Background: an optimization exercise with open tools, aiming at small area and a short achievable clock period. Do not read the settings as production practice.
The RTL was checked by simulation tests, not by an equivalence proof against the original design.
Power is estimated from default activity; no workload was simulated.

==> design/flow/design.v <==
module processor(clk,rst,start,data_in,data_out);
input clk;
input rst;
input start;
input [7:0]data_in;
output [7:0]data_out;
reg [7:0] mem [0:255];
reg [7:0] A;
reg [15:0] row;      
reg [15:0] col;      
reg state;           
reg c1, c2;          
reg [7:0] tq [0:7];  
reg [7:0] tqs;       
reg [7:0] temp;
integer k;
always @* begin
    temp = 8'b0;
    for (k = 0; k < 8; k = k + 1)
        temp = temp | (tq[k] & {8{tqs[k]}});
end
wire wr = rst & ~state & ~start & (c1 | c2);
reg [7:0] rd [0:7];
integer i, q;
always @* begin
    for (q = 0; q < 8; q = q + 1) begin
        rd[q] = 8'b0;
        for (i = 0; i < 32; i = i + 1)
            rd[q] = rd[q] | (mem[q*32+i] & {8{row[q*2+i/16] & col[i%16]}});
    end
end
integer j;
always @(posedge clk) begin
    for (j = 0; j < 256; j = j + 1)
        if (wr & row[j/16] & col[j%16]) mem[j] <= data_in;
    if (rst & state) begin
        for (q = 0; q < 8; q = q + 1) begin
            tq[q] <= rd[q];
            tqs[q] <= |row[q*2 +: 2];
        end
    end
end
always @(posedge clk) begin
    if (!rst) begin
        state <= 1'b0;
        A <= 8'b0;
        row <= 16'b1;
        col <= 16'b1;
        c1 <= 1'b0;
        c2 <= 1'b0;
    end else if (!state) begin
        if (start) begin
            state <= 1'b1;
        end else begin
            col <= {col[14:0], col[15]};
            if (col[15]) row <= {row[14:0], row[15]};
            c1 <= ~c1;
            c2 <= c1;
        end
    end else begin
        col <= {col[14:0], col[15]};
        if (col[15]) row <= {row[14:0], row[15]};
        if (c1) A <= temp;
        c1 <= ~c1 & ~c2;
        c2 <= c1;
    end
end
assign data_out = A;
endmodule
==> design/flow/run.sh <==
#!/bin/bash
# synth_recipe.tcl (not shown) runs the flow's synth.tcl, then flattens the netlist and writes it again
# the make line also repeats each setting of config.mk as NAME=value (left out here)
make -C /OpenROAD-flow-scripts/flow DESIGN_CONFIG=/design/flow/config.mk WORK_HOME=/design/flow/orfs CLKGATE_MAP_FILE= SYNTH_SCRIPT=/design/flow/synth_recipe.tcl finish
==> design/flow/config.mk <==
export PLATFORM = sky130hd
export DESIGN_NAME = processor
export DESIGN_NICKNAME = processor
export VERILOG_FILES = /design/flow/design.v
export SDC_FILE = /design/flow/constraint.sdc
export NUM_CORES = 4
export LEC_CHECK = 0
export ABC_CLOCK_PERIOD_IN_PS = 2000
export CAP_MARGIN = 20
export CORE_MARGIN = 2
export CORE_UTILIZATION = 40
export CTS_BUF_LIST = sky130_fd_sc_hd__clkbuf_16
export CTS_CLUSTER_DIAMETER = 100
export CTS_CLUSTER_SIZE = 24
export SETUP_SLACK_MARGIN = 2.7
export SLEW_MARGIN = 20
==> design/flow/constraint.sdc <==
create_clock -name core_clock -period 5.0 [get_ports {clk}]
set_input_delay 1.0000 -clock core_clock [delete_from_list [all_inputs] [get_ports {clk}]]
set_output_delay 1.0000 -clock core_clock [all_outputs]
set_load 0.01 [all_outputs]
==> results of run 1 <==
## routing by layer
metal  GRT usage, %  part of all wire, %  vias up
met2           33.7                   48     2104
met1           29.4                   41    22300
met5              0               0.0059        -
li1               -                    -    17600
met3           2.71                  8.1      263
met4           5.69                  2.6        2
## what timing repair did
action	CTS	global route
pin swaps	5	8
buffers inserted	28	19
cloned	6	1
setup endpoints to repair	2120	862
hold buffers	0	0
hold endpoints to repair	0	0
resized for setup	103	82
## registers in the layout (all words and copies together), names as in the netlist
register	count
A	8
c2	1
c1	1
row	16
tq	64
tqs	8
col	16
mem	2048
state	1
## stage by stage
| step | power (W) | hold slack [ns] |
|---|---|---|
| 2_1_floorplan | 0.0207 | 0.457 |
| 3_3_place_gp | 0.0213 | 0.476 |
| 3_5_place_dp | 0.0213 | 0.459 |
| 6_report | 0.0301 | 0.477 |
| 4_1_cts | 0.0302 | 0.472 |
| 5_1_grt | 0.0308 | 0.502 |
## synthesized netlist by cell type
cell type	number	share of area, %
a21boi_0	31	0.29
a221oi_1	490	5.4
a221oi_2	38	0.72
a22o_1	592	6.5
a31oi_1	8	0.063
and2_0	1	0.0079
and2_1	2	0.016
and3_1	256	2.0
buf_1	23	0.11
buf_2	98	0.62
buf_4	2	0.019
buf_6	10	0.14
clkbuf_1	219	1.0
clkbuf_2	2	0.013
dfxtp_1	43	1.1
edfxtp_1	2120	80
nand2_1	66	0.31
nand2b_1	1	0.0079
nand3_1	2	0.013
nand4_1	128	1.0
nor2_1	1	0.0047
nor2b_1	3	0.024
o211a_1	1	0.013
o21ai_0	8	0.051
o311a_1	1	0.013
or2_2	8	0.063
## worst max-delay path, delay by kind of cell
| family | cells | cell delay [ns] |
|---|---|---|
| buffers and inverters | 3 | 0.95 |
| AND/OR/NAND/NOR | 2 | 0.53 |
| AO/OA/AOI/OAI | 1 | 0.31 |
## power groups by stage
stage | registers (W) | clock network, W | logic, W
floorplan | 0.0203 | 0 | 0.000367
global placement | 0.0204 | 0 | 0.000958
detailed placement | 0.0204 | 0 | 0.000958
CTS | 0.0199 | 0.00918 | 0.00107
global route | 0.0199 | 0.00975 | 0.00114
finish | 0.0199 | 0.00908 | 0.00110
## area by class of cell
class                           count  area, µm²
Antenna cell                        4       10.0
Clock buffer                      102       2550
Clock inverter                     37        195
Fill cell                       16600     110000
Multi-Input combinational cell   1639      13900
Sequential cell                  2163      64600
Tap cell                         2640       3300
Timing Repair Buffer              156       2260
## cell families (layout without fill, tap and decap cells)
| group | Yosys count | after routing | share of synthesized area (%) |
|---|---|---|---|
| AO/OA/AOI/OAI | 1169 | 1171 | 13.1 |
| flip-flops | 2163 | 2163 | 81.5 |
| buffers and inverters | 354 | 295 | 1.94 |
| AND/OR/NAND/NOR | 468 | 468 | 3.48 |
| other | 0 | 4 | 0 |
## path summary, 6_finish.rpt
kind              cells past startpoint   start     endpoint  slack (ns)
setup / recovery                      6   start  mem[101][3]        2.63
hold / removal                        2  row[8]       row[8]        0.48
setup reg to reg                      5  col[6]     tq[7][0]        2.67
hold reg to reg                       2  row[8]       row[8]        0.48
==> results.py, run 1 <==
metrics = {
    "outcome": {
        "status": "no timing/DRC/antenna violations",
    },
    "cts": {
        "cts_sinks": 2163,
        "htree_num_levels": 3,
        "cts_tree": "yes",
        "clk_pin_slew_ns": 0.09,
        "cts_buffer_depth": 3,
        "clk_latency_ns": 0.77,
        "cts_root_buffer": "clkbuf_16",
        "cts_made_buffers": 100,
    },
    "drt": {
        "drc_errors": 0,
        "post_drt_wl_per_cell_um": 32.5,
        "drtAntennaViolNets": 0,
        "vias_per_cell": 6.27,
        "drt_iter0_markers": 6129,
        "totalWireLength_mm": 219,
        "first_pass_iters": 6,
        "vias": 42300,
    },
    "synth": {
        "avgSynthCellArea_um2": 19.1,
        "ys_seq_area_share_pct": 81.5,
        "ys_types": 26,
        "netlist_area_um2": 79200,
        "synth_fp_nets": 4165,
        "yosys_warnings": 4,
        "syn_inst": 4154,
        "synth-seq-cells": 2163,
    },
    "timing": {
        "post-route-period-util_pct": 47.5,
        "setup_viol": 0,
        "final_max_slew_viol_count": 0,
        "worst_slack_ns": 2.63,
        "worstMarginPinSlew_ns": 1.21,
        "rsz0062_at_grt": "true",
        "hold_viol": 0,
        "tns_ns": 0,
        "fmax_ghz": 0.421,
        "min_period_ns": 2.37,
        "slew_headroom_pct": 19.2,
        "fin_worst_skew_ns": 0.0342,
    },
    "floorplanning": {
        "core_area_um2": 197000,
        "die_area_um2": 202000,
        "io_pins": 19,
        "die_y_um": 449,
        "die_width_um": 449,
        "initial_core_util_pct": 40.2,
        "fp-row-count": 163,
    },
    "layout": {
        "drive_gt1_share_pct": 15.3,
        "syn2layout_area_growth_pct": 9.60,
        "final_common_cell": "edfxtp_1",
        "mostFrequentLayoutCells": "2120 x edfxtp_1, 591 x a22o_1, 463 x a221oi_1",
        "fin_nets": 4071,
        "post-route-cell-area_um2": 86800,
        "final_core_util_pct": 44.1,
        "stdcell_count": 6741,
    },
    "power": {
        "pwr-share-clk_pct": 30.1,
        "powerDensity_nw_per_um2": 347,
        "leakagePower_nw": 26.6,
        "vdd_ir_drop_max_mv": 0.296,
        "intPower_w": 0.0239,
        "p_sw_share_pct": 20.7,
        "pwr-share-comb_pct": 3.7,
        "seqPwrFrac_pct": 66.2,
        "power_switching_w": 0.00624,
    },
    "flow_run": {
        "max_cap_viol_count": 0,
    },
    "setup_path": {
        "crit_chain": "clkdlybuf4s50_1 > nor2_4 > o211a_4 > buf_4 > buf_16 > and3_2",
        "cp_max_fo": 39,
        "cp-start-kind": "primary input",
        "path_class": "primary input to flop",
        "worst_setup_path_end_kind": "flop",
        "arrival_ns": 2.84,
        "slowest_delay_ns": 0.54,
        "required_ns": 5.46,
        "slowest_stage": "clkdlybuf4s50_1",
    },
    "place": {
        "gp_congestion": 0.828,
        "io_buffers": 18,
        "dp_cells": 6544,
        "dpl-instance-area_um2": 82500,
        "place_ws_ns": 1.24,
        "dp_hpwl_mm": 114,
    },
    "grt": {
        "grt_pass1_wl_mm": 304,
        "groute.usage.overall_pct": 20.7,
        "gr-total-overflow": 0,
        "antenna_found_initial": 9,
        "grt_max_degree": 100,
        "grt_pass1_vias": 41000,
    },
    "hold_path": {
        "hold_class": "flop to flop",
    },
}
==> inputs of run 2 (changes only) <==
--- a/design/flow/config.mk
+++ b/design/flow/config.mk
@@ -13,4 +13,4 @@
 export CTS_CLUSTER_DIAMETER = 100
 export CTS_CLUSTER_SIZE = 24
-export SETUP_SLACK_MARGIN = 2.7
+export SETUP_SLACK_MARGIN = 2.5
 export SLEW_MARGIN = 20
==> run 2 against run 1 <==
Design area is 1.2% lower. Cell count is 0.53% lower. Die area stayed put. Utilization is 0.51 points lower. Clock skew is 0.0054 ns higher. Routed wire length is 5.6% lower. Sequential power hardly changed. Synthesized cell count stayed put. Critical path type is now flop to flop.
==> results.py, run 2 <==
metrics = {
    "synth": {
        "netlist_area_um2": 79200,
        "synth_common_cells": "2120 x edfxtp_1, 592 x a22o_1, 490 x a221oi_1, 256 x and3_1, 219 x clkbuf_1",
        "avgSynthCellArea_um2": 19.1,
        "synth_most_common_cell": "edfxtp_1",
        "ys_async_sr_fraction_pct": 0,
        "ys_types": 26,
        "syn_inst": 4154,
        "yosys_warnings": 4,
        "synth_edf_count": 2120,
        "netlist_top_cells_area": "edfxtp_1 80%, a22o_1 6.5%, a221oi_1 5.4%, and3_1 2.0%, dfxtp_1 1.1%",
        "synth-seq-cells": 2163,
        "synth_flop_cell": "edfxtp_1",
        "yosysTopAreaCellShare_pct": 80.4,
        "synth_area_leader_cell": "edfxtp_1",
        "ys_seq_area_share_pct": 81.5,
        "synth_fp_nets": 4165,
    },
    "place": {
        "gp_congestion": 0.847,
        "dp_cells": 6527,
        "io_buffers": 18,
        "dp_hpwl_mm": 112,
        "dpl-instance-area_um2": 82200,
    },
    "drt": {
        "vias": 41500,
        "first_pass_iters": 8,
        "totalWireLength_mm": 207,
        "post_drt_wl_per_cell_um": 30.9,
        "drtAntennaViolNets": 0,
        "vias_per_cell": 6.18,
        "drc_errors": 0,
        "drt_iter0_markers": 6046,
    },
    "grt": {
        "groute.usage.overall_pct": 19.6,
        "grt_max_degree": 120,
        "grt_pass1_wl_mm": 291,
        "grt_pass1_vias": 40200,
        "antenna_found_initial": 10,
        "gr-total-overflow": 0,
    },
    "layout": {
        "mostFrequentLayoutCells": "2120 x edfxtp_1, 592 x a22o_1, 487 x a221oi_1",
        "top_register": "mem",
        "syn2layout_area_growth_pct": 8.34,
        "final_common_cell": "edfxtp_1",
        "fin_nets": 4022,
        "top_regs": "mem x2048, tq x64",
        "largest_reg_flops": 2048,
        "drive_gt1_share_pct": 12.9,
        "fill_cells": 16900,
        "stdcell_count": 6705,
        "post-route-cell-area_um2": 85800,
    },
    "cts": {
        "cts_buffer_depth": 3,
        "cts_tree": "yes",
        "clk_pin_slew_ns": 0.10,
        "cts_sinks": 2163,
        "clk_latency_ns": 0.75,
        "htree_num_levels": 3,
        "cts_root_buffer": "clkbuf_16",
        "cts_made_buffers": 100,
    },
    "setup_path": {
        "rrSetupSlack_ns": 2.53,
        "required_ns": 5.48,
        "cp_max_fo": 63,
        "r2r_start": "col[0]",
        "startpoint": "col[0]",
        "worst_setup_path_end_kind": "flop",
        "r2r-end": "tq[3][0]",
        "cp-start-kind": "flop",
        "arrival_ns": 2.95,
        "reg2reg_depth": 5,
        "path_class": "flop to flop",
    },
    "hold_path": {
        "worstHoldStart": "row[8]",
        "hold_path_depth": 2,
        "holdPathEnd": "row[8]",
        "hold_class": "flop to flop",
    },
    "floorplanning": {
        "fp-row-count": 163,
        "die_width_um": 449,
        "core_area_um2": 197000,
        "die_area_um2": 202000,
        "initial_core_util_pct": 40.2,
        "io_pins": 19,
        "die_y_um": 449,
    },
    "timing": {
        "tns_ns": 0,
        "fmax_ghz": 0.405,
        "slew_headroom_pct": 32.5,
        "rsz0062_at_grt": "false",
        "post-route-period-util_pct": 49.4,
        "hold_viol": 0,
        "worstMarginPinSlew_ns": 1.01,
        "final_max_slew_viol_count": 0,
        "setup_viol": 0,
        "fin_worst_skew_ns": 0.0396,
        "min_period_ns": 2.47,
        "holdWs_ns": 0.482,
    },
    "flow_run": {
        "max_cap_viol_count": 0,
    },
    "power": {
        "vdd_ir_drop_max_mv": 0.259,
        "powerDensity_nw_per_um2": 350,
        "leakagePower_nw": 26.4,
    },
    "outcome": {
        "status": "no timing/DRC/antenna violations",
    },
}
[run 2: cell counts after synthesis]
No cell type changed its count.
[run 2: timing repair]
| item | CTS | global route |
|---|---|---|
| cloned | 3 | 0 |
| gates resized for setup | 76 | 200 |
| hold buffers | 0 | 0 |
| pin swaps | 0 | 2 |
| buffers inserted | 12 | 6 |
| setup endpoints to repair | 1913 | 1765 |
[run 2: critical path, cell delays in order (launching register included)]
cell and delay [ns]:
dfxtp_4 0.58, buf_12 0.31, a22o_1 0.25, a221oi_1 0.40, nand4_1 0.28, a22o_1 0.31
[run 2: layer usage]
metal / share of wire (%) / GRT usage [%] / up-vias / wire length (µm)
li1: - / - / 17500 / -
met1: 42 / 28.0 / 21800 / 86900
met2: 49 / 32.1 / 1969 / 100000
met3: 7.5 / 2.16 / 210 / 15400
met4: 2.0 / 4.76 / 0 / 4190
met5: 0 / 0 / - / 0
[run 2: how the worst max path moves through the flow]
| stage | to | slack (ns) |
|---|---|---|
| after global placement | mem[109][6] | 1.45 |
| after global routing | tq[1][1] | 2.50 |
| after floorplan | tq[0][0] | 2.53 |
| after detailed placement | mem[206][5] | 1.37 |
| final | tq[3][0] | 2.53 |
| after CTS | mem[251][2] | 2.44 |
[run 2: cells by family after synthesis]
| kind of cell | count (synthesis) | share of synthesized area [%] |
|---|---|---|
| AO/OA/AOI/OAI | 1169 | 13.1 |
| buffers and inverters | 354 | 1.94 |
| flip-flops | 2163 | 81.5 |
| AND/OR/NAND/NOR | 468 | 3.48 |
[run 2: cell type report]
| type | count | area (µm²) | share of cell area [%] |
|---|---|---|---|
| Sequential cell | 2163 | 64600 | 75.3 |
| Timing Repair Buffer | 108 | 1590 | 1.85 |
| Clock buffer | 103 | 2580 | 3.00 |
| Antenna cell | 3 | 7.51 | 0.00875 |
| Tap cell | 2640 | 3300 | 3.85 |
| Multi-Input combinational cell | 1638 | 13500 | 15.7 |
| Clock inverter | 50 | 239 | 0.278 |
[run 2: per-stage QoR]
stage	util, %	power [W]	worst slack, ns
finish	43.6	0.0301	2.53
floorplan	-	0.0207	2.53
CTS	43.3	0.0302	2.44
global route	43.6	0.0308	2.50
global placement	41.7	0.0213	1.45
detailed placement	41.7	0.0213	1.37
[run 2: where the power goes]
| part | switching [W] | leakage [nW] | internal (W) |
|---|---|---|---|
| Clock | 0.00536 | 1.54 | 0.00375 |
| Sequential | 0.0000720 | 19.4 | 0.0199 |
| Combinational | 0.000722 | 5.47 | 0.000259 |
==> inputs of run 3 (changes only) <==
--- a/design/flow/config.mk
+++ b/design/flow/config.mk
@@ -11,6 +11,7 @@
 export CORE_UTILIZATION = 40
 export CTS_BUF_LIST = sky130_fd_sc_hd__clkbuf_16
-export CTS_CLUSTER_DIAMETER = 100
-export CTS_CLUSTER_SIZE = 24
-export SETUP_SLACK_MARGIN = 2.5
+export CTS_CLUSTER_DIAMETER = 60
+export CTS_CLUSTER_SIZE = 30
+export PLACE_DENSITY = 0.72
+export SETUP_SLACK_MARGIN = 2.7
 export SLEW_MARGIN = 20
==> run 3 against run 2 <==
Via count is 4.4% higher. Clock power is 28% higher. First-iteration DRC count is 15% higher. Maximum frequency is 4.4% higher. Largest cell class unchanged. Area after synthesis stayed put. Critical path type is now flop to primary output. Power is 8.6% higher. Still clean. Register-to-register slack better by 0.13 ns. Clock skew is 0.018 ns higher. Setup slack better by 0.10 ns. Highest routed layer is now met5.
==> results.py, run 3 <==
metrics = {
    "grt": {
        "grt_pass1_vias": 41400,
        "grt_max_degree": 112,
        "grt_pass1_wl_mm": 293,
        "antenna_found_initial": 8,
        "groute.usage.overall_pct": 19.6,
        "gr-total-overflow": 0,
    },
    "timing": {
        "hold_viol": 0,
        "post-route-period-util_pct": 47.4,
        "worstMarginPinSlew_ns": 1.12,
        "setup_viol": 0,
        "final_max_slew_viol_count": 0,
        "slew_headroom_pct": 25.2,
        "fin_worst_skew_ns": 0.0573,
        "min_period_ns": 2.37,
        "worst_slack_ns": 2.63,
        "tns_ns": 0,
        "rsz0062_at_grt": "true",
        "fmax_ghz": 0.422,
    },
    "setup_path": {
        "slowest_delay_ns": 0.46,
        "cp.buffers_inverters": 1,
        "cp_max_fo": 2,
        "crit_chain": "buf_6",
        "arrival_ns": 1.37,
        "path_class": "flop to primary output",
        "required_ns": 4.00,
        "worst_setup_path_end_kind": "primary output",
        "cp-start-kind": "flop",
        "critical-path-top-delay-family": "flip-flops",
        "slowest_stage": "dfxtp_4",
    },
    "drt": {
        "vias": 43300,
        "drc_errors": 0,
        "drtAntennaViolNets": 0,
        "drt_iter0_markers": 6959,
        "vias_per_cell": 6.33,
        "totalWireLength_mm": 210,
        "post_drt_wl_per_cell_um": 30.7,
        "first_pass_iters": 6,
    },
    "synth": {
        "netlist_area_um2": 79200,
        "synth_edf_count": 2120,
        "netlist_top_cells_area": "edfxtp_1 80%, a22o_1 6.5%, a221oi_1 5.4%, and3_1 2.0%, dfxtp_1 1.1%",
        "synth_compound_area_share_pct": 13.1,
        "synthXorXnorAreaFrac_pct": 0,
        "yosys.area_share.simple_pct": 3.48,
        "syn_inst": 4154,
        "synth_mux_area_share_pct": 0,
        "synth_common_cells": "2120 x edfxtp_1, 592 x a22o_1, 490 x a221oi_1, 256 x and3_1, 219 x clkbuf_1",
        "yosysTopAreaCellShare_pct": 80.4,
        "ys_types": 26,
        "yosys_warnings": 4,
        "synth-seq-cells": 2163,
        "synth_fp_nets": 4165,
        "synth_area_leader_cell": "edfxtp_1",
        "synthAdderAreaFrac_pct": 0,
        "ys_seq_area_share_pct": 81.5,
        "synth_most_common_cell": "edfxtp_1",
        "ys_async_sr_fraction_pct": 0,
        "synth_flop_cell": "edfxtp_1",
        "synth_top_family_by_area": "compound AO/OA/AOI/OAI gates",
        "avgSynthCellArea_um2": 19.1,
    },
    "layout": {
        "mostFrequentLayoutCells": "2120 x edfxtp_1, 592 x a22o_1, 465 x a221oi_1",
        "fill_cells": 16200,
        "stdcell_count": 6834,
        "final_common_cell": "edfxtp_1",
        "syn2layout_area_growth_pct": 11.5,
        "fin_nets": 4096,
        "top_register": "mem",
        "drive_gt1_share_pct": 17.2,
        "largest_reg_flops": 2048,
        "top_regs": "mem x2048, tq x64",
    },
    "cts": {
        "clk_latency_ns": 0.80,
        "cts_sinks": 2163,
        "clk_pin_slew_ns": 0.10,
        "cts_root_buffer": "clkbuf_16",
        "htree_num_levels": 3,
        "cts_buffer_depth": 3,
        "cts_hold_buffers": 0,
        "cts_tree": "yes",
        "cts_made_buffers": 118,
    },
    "floorplanning": {
        "io_pins": 19,
        "initial_core_util_pct": 40.2,
        "die_width_um": 449,
        "die_y_um": 449,
        "core_area_um2": 197000,
        "die_area_um2": 202000,
        "fp-row-count": 163,
    },
    "place": {
        "io_buffers": 18,
        "gp_congestion": 0.868,
        "place_ws_ns": 1.15,
        "dp_hpwl_mm": 108,
        "dp_cells": 6534,
    },
    "outcome": {
        "status": "no timing/DRC/antenna violations",
    },
    "flow_run": {
        "max_cap_viol_count": 0,
    },
    "hold_path": {
        "hold_class": "flop to flop",
    },
    "power": {
        "powerDensity_nw_per_um2": 370,
        "vdd_ir_drop_max_mv": 0.297,
        "leakagePower_nw": 27.4,
    },
}
## run 3: cell counts after synthesis
Identical to the previous run, type by type.
## run 3: report_power, final
part / switching (W) / leakage (nW) / internal (W)
clock: 0.00651 / 2.14 / 0.00515
combinational: 0.000758 / 5.88 / 0.000280
sequential: 0.0000552 / 19.4 / 0.0199
total: 0.00732 / 27.4 / 0.0253
## run 3: repair_timing
action / in CTS / in global routing
pin swaps: 9 / 13
gates resized for setup: 94 / 25
endpoints found under the setup margin: 2136 / 70
setup buffers: 34 / 32
gates cloned: 4 / 1
## run 3: final cells by class
type	count	area (µm²)	share of cell area (%)
diodes	5	12.5	0.0142
clock inverters	105	1420	1.61
multi-input cells	1639	13700	15.5
well taps	2640	3300	3.74
repair buffers	163	2290	2.60
clock buffers	119	2980	3.37
flip-flops and latches	2163	64600	73.2
## run 3: final timing paths
check          from          end  slack [ns]  cells past startpoint
max            A[3]  data_out[3]        2.63                      1
min          row[0]       row[1]        0.51                      2
max reg2reg  col[7]     tq[7][5]        2.66                      5
min reg2reg  row[0]       row[1]        0.51                      2
## run 3: routing by layer
layer	track usage (%)	wire (µm)
met1	26.3	77400
met2	31.8	100000
met3	3.97	24000
met4	6.85	8090
met5	0	13
## run 3: kinds of logic (layout without fill, tap and decap cells)
| group | after synthesis | after routing |
|---|---|---|
| AO/OA/AOI/OAI | 1169 | 1171 |
| buffers and inverters | 354 | 387 |
| flip-flops | 2163 | 2163 |
| other | 0 | 5 |
| AND/OR/NAND/NOR | 468 | 468 |
## run 3: worst min-delay path: stages, from the launching register on
cell and delay, ns:
dfxtp_1 0.34, nand2_1 0.06, a21boi_0 0.07
## run 3: through the flow
step	power [W]	hold WS [ns]	util, %	area, µm²
after floorplan	0.0207	0.457	-	79500
after global placement	0.0213	0.477	41.8	82400
after detailed placement	0.0213	0.468	41.8	82400
after CTS	0.0326	0.481	44.6	87800
after global routing	0.0333	0.531	44.8	88300
final	0.0326	0.513	44.8	88300
==> inputs of run 4 (changes only) <==
--- a/design/flow/config.mk
+++ b/design/flow/config.mk
@@ -13,5 +13,4 @@
 export CTS_CLUSTER_DIAMETER = 60
 export CTS_CLUSTER_SIZE = 30
-export PLACE_DENSITY = 0.72
 export SETUP_SLACK_MARGIN = 2.7
 export SLEW_MARGIN = 20
==> run 4 against run 3 <==
Via count is 1.7% lower. Sequential share of layout area is 0.24 points lower. Count of clock-buffer cells in the layout is 16 higher. Global-route usage is 1.3 points higher. Largest cell class unchanged. Highest routed layer unchanged.
==> results.py, run 4 <==
metrics = {
    "outcome": {
        "status": "no timing/DRC/antenna violations",
    },
    "drt": {
        "drt_iter0_markers": 6167,
        "drtAntennaViolNets": 0,
        "drc_errors": 0,
        "vias": 42600,
        "vias_per_cell": 6.23,
        "post_drt_wl_per_cell_um": 32.1,
        "totalWireLength_mm": 219,
        "first_pass_iters": 7,
    },
    "grt": {
        "grt_pass1_vias": 41400,
        "grt_max_degree": 100,
        "grt_pass1_wl_mm": 308,
        "gr-total-overflow": 0,
        "groute.usage.overall_pct": 21.0,
        "antenna_found_initial": 15,
    },
    "cts": {
        "cts_sinks": 2163,
        "cts_root_buffer": "clkbuf_16",
        "cts_buffer_depth": 3,
        "clk_pin_slew_ns": 0.09,
        "htree_num_levels": 4,
        "cts_tree": "yes",
        "cts_made_buffers": 131,
        "cts_hold_buffers": 0,
        "clk_latency_ns": 0.80,
    },
    "power": {
        "total_power_w": 0.0332,
        "vdd_ir_drop_max_mv": 0.357,
        "powerDensity_nw_per_um2": 375,
        "leakagePower_nw": 27.4,
    },
    "synth": {
        "synth_flop_cell": "edfxtp_1",
        "synth-seq-cells": 2163,
        "synth_common_cells": "2120 x edfxtp_1, 592 x a22o_1, 490 x a221oi_1, 256 x and3_1, 219 x clkbuf_1",
        "netlist_area_um2": 79200,
        "syn_inst": 4154,
        "synth_fp_nets": 4165,
        "yosysTopAreaCellShare_pct": 80.4,
        "avgSynthCellArea_um2": 19.1,
        "synth_area_leader_cell": "edfxtp_1",
        "yosys_warnings": 4,
        "netlist_top_cells_area": "edfxtp_1 80%, a22o_1 6.5%, a221oi_1 5.4%, and3_1 2.0%, dfxtp_1 1.1%",
        "synth_most_common_cell": "edfxtp_1",
        "ys_seq_area_share_pct": 81.5,
        "synth_edf_count": 2120,
        "ys_async_sr_fraction_pct": 0,
        "ys_types": 26,
    },
    "floorplanning": {
        "initial_core_util_pct": 40.2,
        "die_y_um": 449,
        "die_width_um": 449,
        "io_pins": 19,
        "fp-row-count": 163,
        "core_area_um2": 197000,
        "die_area_um2": 202000,
    },
    "timing": {
        "tns_ns": 0,
        "holdWs_ns": 0.470,
        "min_period_ns": 2.32,
        "final_max_slew_viol_count": 0,
        "hold_viol": 0,
        "post-route-period-util_pct": 46.5,
        "worstMarginPinSlew_ns": 1.21,
        "setup_viol": 0,
        "fin_worst_skew_ns": 0.0328,
        "slew_headroom_pct": 19.1,
        "fmax_ghz": 0.430,
        "rsz0062_at_grt": "true",
        "worst_slack_ns": 2.68,
    },
    "place": {
        "gp_congestion": 0.828,
        "place_ws_ns": 1.24,
        "dp_hpwl_mm": 114,
        "io_buffers": 18,
        "dp_cells": 6544,
    },
    "setup_path": {
        "crit_top_cell": "a22o_1",
        "r2r-end": "tq[7][0]",
        "reg2reg_depth": 5,
        "cp-start-kind": "flop",
        "required_ns": 5.53,
        "slowest_delay_ns": 0.48,
        "r2r_start": "col[6]",
        "worst_setup_path_end_kind": "flop",
        "crit_chain": "buf_12 > a22o_1 > a221oi_1 > nand4_1 > a22o_1",
        "path_class": "flop to flop",
        "slowest_stage": "dfxtp_4",
        "arrival_ns": 2.86,
        "cp_max_fo": 74,
        "rrSetupSlack_ns": 2.68,
    },
    "layout": {
        "top_regs": "mem x2048, tq x64",
        "top_register": "mem",
        "fin_nets": 4100,
        "syn2layout_area_growth_pct": 11.8,
        "mostFrequentLayoutCells": "2120 x edfxtp_1, 592 x a22o_1, 459 x a221oi_1",
        "fill_cells": 16500,
        "drive_gt1_share_pct": 17.4,
        "stdcell_count": 6835,
        "final_common_cell": "edfxtp_1",
        "largest_reg_flops": 2048,
    },
    "hold_path": {
        "hold_class": "flop to flop",
        "worstHoldStart": "row[8]",
        "holdPathEnd": "row[8]",
        "hold_path_depth": 2,
    },
    "flow_run": {
        "max_cap_viol_count": 0,
    },
}
-- run 4: cell counts after synthesis --
Identical to the previous run, type by type.
-- run 4: area by class of cell --
class                           instances  area (µm²)  share of cell area, %
Antenna cell                            1        2.50                0.00283
Clock buffer                          135        3380                   3.81
Clock inverter                        103        1220                   1.38
Multi-Input combinational cell       1639       13800                   15.6
Sequential cell                      2163       64600                   72.9
Tap cell                             2640        3300                   3.73
Timing Repair Buffer                  154        2230                   2.52
-- run 4: worst max-delay path by stage --
stage | cells past startpoint | end | from | slack, ns
CTS | 1 | data_out[2] | A[2] | 2.65
global placement | 5 | mem[135][1] | start | 1.29
global route | 1 | data_out[2] | A[2] | 2.66
detailed placement | 5 | mem[130][2] | start | 1.24
floorplan | 3 | tq[0][0] | rst | 2.69
finish | 5 | tq[7][0] | col[6] | 2.68
-- run 4: what timing repair did --
item	in CTS	in global routing
cloned	7	0
setup buffers	28	17
gates resized for setup	141	23
pin swaps	6	14
setup endpoints to repair	2120	317
-- run 4: kinds of logic after synthesis --
kind of cell	Yosys count	synth area share [%]
flip-flops	2163	81.5
AO/OA/AOI/OAI	1169	13.1
AND/OR/NAND/NOR	468	3.48
buffers and inverters	354	1.94
-- run 4: critical path: cells and delay by family (launching register included) --
| kind | cells | cell delay (ns) |
|---|---|---|
| AOI/OAI and AO/OA | 3 | 0.96 |
| DFF | 1 | 0.48 |
| and+or+nand+nor | 1 | 0.26 |
| buffers and inverters | 1 | 0.25 |
-- run 4: per-layer routing --
layer	vias up	share of wire [%]	global-route usage (%)
met3	292	8.3	2.92
met5	-	0.0032	0
li1	17800	-	-
met4	2	2.5	6.07
met2	2277	48	33.9
met1	22200	41	29.6
-- run 4: metrics by stage --
step / util [%] / instance area (µm²)
global placement: 41.9 / 82500
CTS: 44.8 / 88200
detailed placement: 41.9 / 82500
global route: 45.0 / 88600
finish: 45.0 / 88600
floorplan: - / 79500
-- run 4: power by group --
group,switching (W),internal [W]
logic,0.000802,0.000295
registers,0.0000579,0.0199
clock network,0.00649,0.00566
==> inputs of run 5 (changes only) <==
--- a/design/flow/config.mk
+++ b/design/flow/config.mk
@@ -13,4 +13,4 @@
 export CTS_CLUSTER_DIAMETER = 60
 export CTS_CLUSTER_SIZE = 30
-export SETUP_SLACK_MARGIN = 2.7
+export SETUP_SLACK_MARGIN = 2.9
 export SLEW_MARGIN = 20
==> run 5 against run 4 <==
Still clean. Critical path depth decreased by 4. Count of clock-buffer cells in the layout increased by 10. Global-route usage increased by 1.2 points. Routed wire length increased by 5.5%. Synthesized cell count unchanged. First-iteration DRC count decreased by 9.1%. Setup slack got worse by 0.037 ns. Non-clock buffer count increased by 56. Maximum frequency decreased by 1.6%. Critical path type is now flop to primary output. Critical endpoint is now data_out[2]. Largest cell class unchanged. Highest routed layer unchanged.
==> results.py, run 5 <==
metrics = {
    "timing": {
        "post-route-period-util_pct": 47.2,
        "fmax_ghz": 0.423,
        "tns_ns": 0,
        "worst_slack_ns": 2.64,
        "fin_worst_skew_ns": 0.0405,
        "rsz0062_at_grt": "true",
        "min_period_ns": 2.36,
        "slew_headroom_pct": 29.4,
        "worstMarginPinSlew_ns": 1.06,
        "final_max_slew_viol_count": 0,
        "setup_viol": 0,
        "hold_viol": 0,
    },
    "layout": {
        "post-route-cell-area_um2": 92100,
        "drive_gt1_share_pct": 23.1,
        "stdcell_count": 6905,
        "final_common_cell": "edfxtp_1",
        "largest_reg_flops": 2048,
        "top_register": "mem",
        "syn2layout_area_growth_pct": 16.2,
        "fin_nets": 4161,
        "top_regs": "mem x2048, tq x64",
        "fill_cells": 16100,
        "mostFrequentLayoutCells": "2120 x edfxtp_1, 579 x a22o_1, 296 x a221oi_1",
    },
    "place": {
        "gp_congestion": 0.863,
        "dp_cells": 6539,
        "dpl-instance-area_um2": 83500,
        "dp_hpwl_mm": 114,
        "place_ws_ns": 1.56,
        "io_buffers": 18,
    },
    "power": {
        "leakagePower_nw": 28.3,
        "total_power_w": 0.0336,
        "vdd_ir_drop_max_mv": 0.260,
        "powerDensity_nw_per_um2": 365,
    },
    "drt": {
        "totalWireLength_mm": 231,
        "drt_iter0_markers": 5605,
        "drc_errors": 0,
        "vias_per_cell": 6.23,
        "first_pass_iters": 6,
        "drtAntennaViolNets": 0,
        "vias": 43000,
        "post_drt_wl_per_cell_um": 33.5,
    },
    "grt": {
        "gr-total-overflow": 0,
        "groute.usage.overall_pct": 22.2,
        "grt_pass1_vias": 41700,
        "antenna_found_initial": 12,
        "grt_max_degree": 96,
        "grt_pass1_wl_mm": 322,
    },
    "setup_path": {
        "slowest_delay_ns": 0.45,
        "crit_chain": "buf_6",
        "critical-path-top-delay-family": "flip-flops",
        "slowest_stage": "dfxtp_4",
        "path_class": "flop to primary output",
        "cp-start-kind": "flop",
        "required_ns": 4.00,
        "cp.buffers_inverters": 1,
        "worst_setup_path_end_kind": "primary output",
        "arrival_ns": 1.36,
        "cp_max_fo": 2,
    },
    "cts": {
        "cts_hold_buffers": 0,
        "cts_made_buffers": 138,
        "htree_num_levels": 4,
        "cts_buffer_depth": 3,
        "cts_root_buffer": "clkbuf_16",
        "cts_sinks": 2163,
        "cts_tree": "yes",
        "clk_pin_slew_ns": 0.09,
        "clk_latency_ns": 0.79,
    },
    "synth": {
        "synthAdderAreaFrac_pct": 0,
        "synth_most_common_cell": "edfxtp_1",
        "synth_fp_nets": 4165,
        "synth_compound_area_share_pct": 13.1,
        "synth_top_family_by_area": "compound AO/OA/AOI/OAI gates",
        "yosys.area_share.simple_pct": 3.48,
        "yosys_warnings": 4,
        "synth-seq-cells": 2163,
        "synth_edf_count": 2120,
        "synth_mux_area_share_pct": 0,
        "ys_types": 26,
        "netlist_area_um2": 79200,
        "avgSynthCellArea_um2": 19.1,
        "yosysTopAreaCellShare_pct": 80.4,
        "ys_async_sr_fraction_pct": 0,
        "synth_area_leader_cell": "edfxtp_1",
        "synthXorXnorAreaFrac_pct": 0,
        "synth_common_cells": "2120 x edfxtp_1, 592 x a22o_1, 490 x a221oi_1, 256 x and3_1, 219 x clkbuf_1",
        "ys_seq_area_share_pct": 81.5,
        "synth_flop_cell": "edfxtp_1",
        "netlist_top_cells_area": "edfxtp_1 80%, a22o_1 6.5%, a221oi_1 5.4%, and3_1 2.0%, dfxtp_1 1.1%",
        "syn_inst": 4154,
    },
    "floorplanning": {
        "die_y_um": 449,
        "core_area_um2": 197000,
        "die_area_um2": 202000,
        "io_pins": 19,
        "fp-row-count": 163,
        "initial_core_util_pct": 40.2,
        "die_width_um": 449,
    },
    "flow_run": {
        "max_cap_viol_count": 0,
    },
    "outcome": {
        "status": "no timing/DRC/antenna violations",
    },
    "hold_path": {
        "hold_class": "flop to flop",
    },
}
==> run 5: kinds of logic after synthesis <==
| kind of cell | Yosys count |
|---|---|
| AOI/OAI and AO/OA | 1169 |
| buffers and inverters | 354 |
| DFF | 2163 |
| and+or+nand+nor | 468 |
==> run 5: area by class of cell <==
class	instances	area [µm²]	share of cell area, %
clock buffers	145	3630	3.94
repair buffers	210	3510	3.81
well taps	2640	3300	3.59
clock inverters	106	1250	1.36
flip-flops and latches	2163	64600	70.2
diodes	4	10.0	0.0109
multi-input cells	1637	15700	17.1
==> run 5: what timing repair did <==
item                                   in CTS  in global routing
pin swaps                                  44                 33
buffers inserted                           63                 18
endpoints found under the hold margin       0                  0
resized for setup                         229                117
gates cloned                               22                  8
setup endpoints to repair                1986                703
==> run 5: per-layer routing <==
metal	global-route usage (%)	wire length (µm)	part of all wire, %
met3	3.99	20700	9.0
met2	35.7	110000	48
met4	6.92	7290	3.1
met5	0	13	0.0056
met1	30.7	93300	40
==> run 5: path summary, 6_finish.rpt <==
kind,from,to,slack [ns],depth (start not counted)
worst max-delay path,A[2],data_out[2],2.64,1
worst min register to register,row[15],row[0],0.49,2
worst max register to register,col[2],tq[2][6],2.86,6
worst min-delay path,row[15],row[0],0.49,2
==> run 5: tightest hold or removal path, cell delays in order (launching register included) <==
cell,delay (ns)
dfxtp_1,0.32
nand2_1,0.06
nand3_1,0.06
==> run 5: through the flow <==
stage / utilization (%) / hold slack, ns
6_report: 46.7 / 0.491
3_3_place_gp: 42.4 / 0.472
2_1_floorplan: - / 0.468
5_1_grt: 46.7 / 0.522
3_5_place_dp: 42.4 / 0.474
4_1_cts: 46.2 / 0.489
==> run 5: power by group <==
part / internal (W) / leakage, nW / switching [W]
clock network: 0.00584 / 2.34 / 0.00666
logic: 0.000344 / 6.54 / 0.000839
registers: 0.0199 / 19.4 / 0.0000538
total: 0.0261 / 28.3 / 0.00755

-- port drivers added, routing unchanged --
How much do the figures lean on ideal ports? The routed layouts below were timed once more, with nothing changed but the port constraints. Step 1 sets driving cells, clkbuf_16 on the clock port and buf_2 on the other inputs (assumed; they add their load-dependent delay and slew). Step 2 moves the port delays by t, midway between the first and last clock arrival at a register: inputs arrive t later, outputs are due t later. That takes back most of the time a late clock gives input paths. a / b / c = ideal / step 1 / step 2; a / b = the first two.
run | shift t [ns] | setup slack, ns | worst hold slack (ns) | worst setup path after step 2 | worst slew at a driven data input, ns
run 1 | 0.833 | 2.627 / 2.636 / 1.804 | 0.477 / 0.477 / 0.477 | input to register | 0.10
run 2 | 0.818 | 2.528 / 2.471 / 1.744 | 0.482 / 0.482 / 0.482 | input to register | 0.10
run 3 | 0.852 | 2.632 / 2.551 / 1.954 | 0.513 / 0.513 / 0.513 | input to register | 0.09
run 4 | 0.864 | 2.676 / 2.621 / 1.924 | 0.470 / 0.470 / 0.470 | input to register | 0.10
run 5 | 0.873 | 2.638 / 2.546 / 2.038 | 0.491 / 0.483 / 0.491 | input to register | 0.11
After both steps setup and hold are still met in every run listed. The setup slack of run 1, which loses most, moves by +0.009 ns with the drivers and by -0.823 ns with both steps.
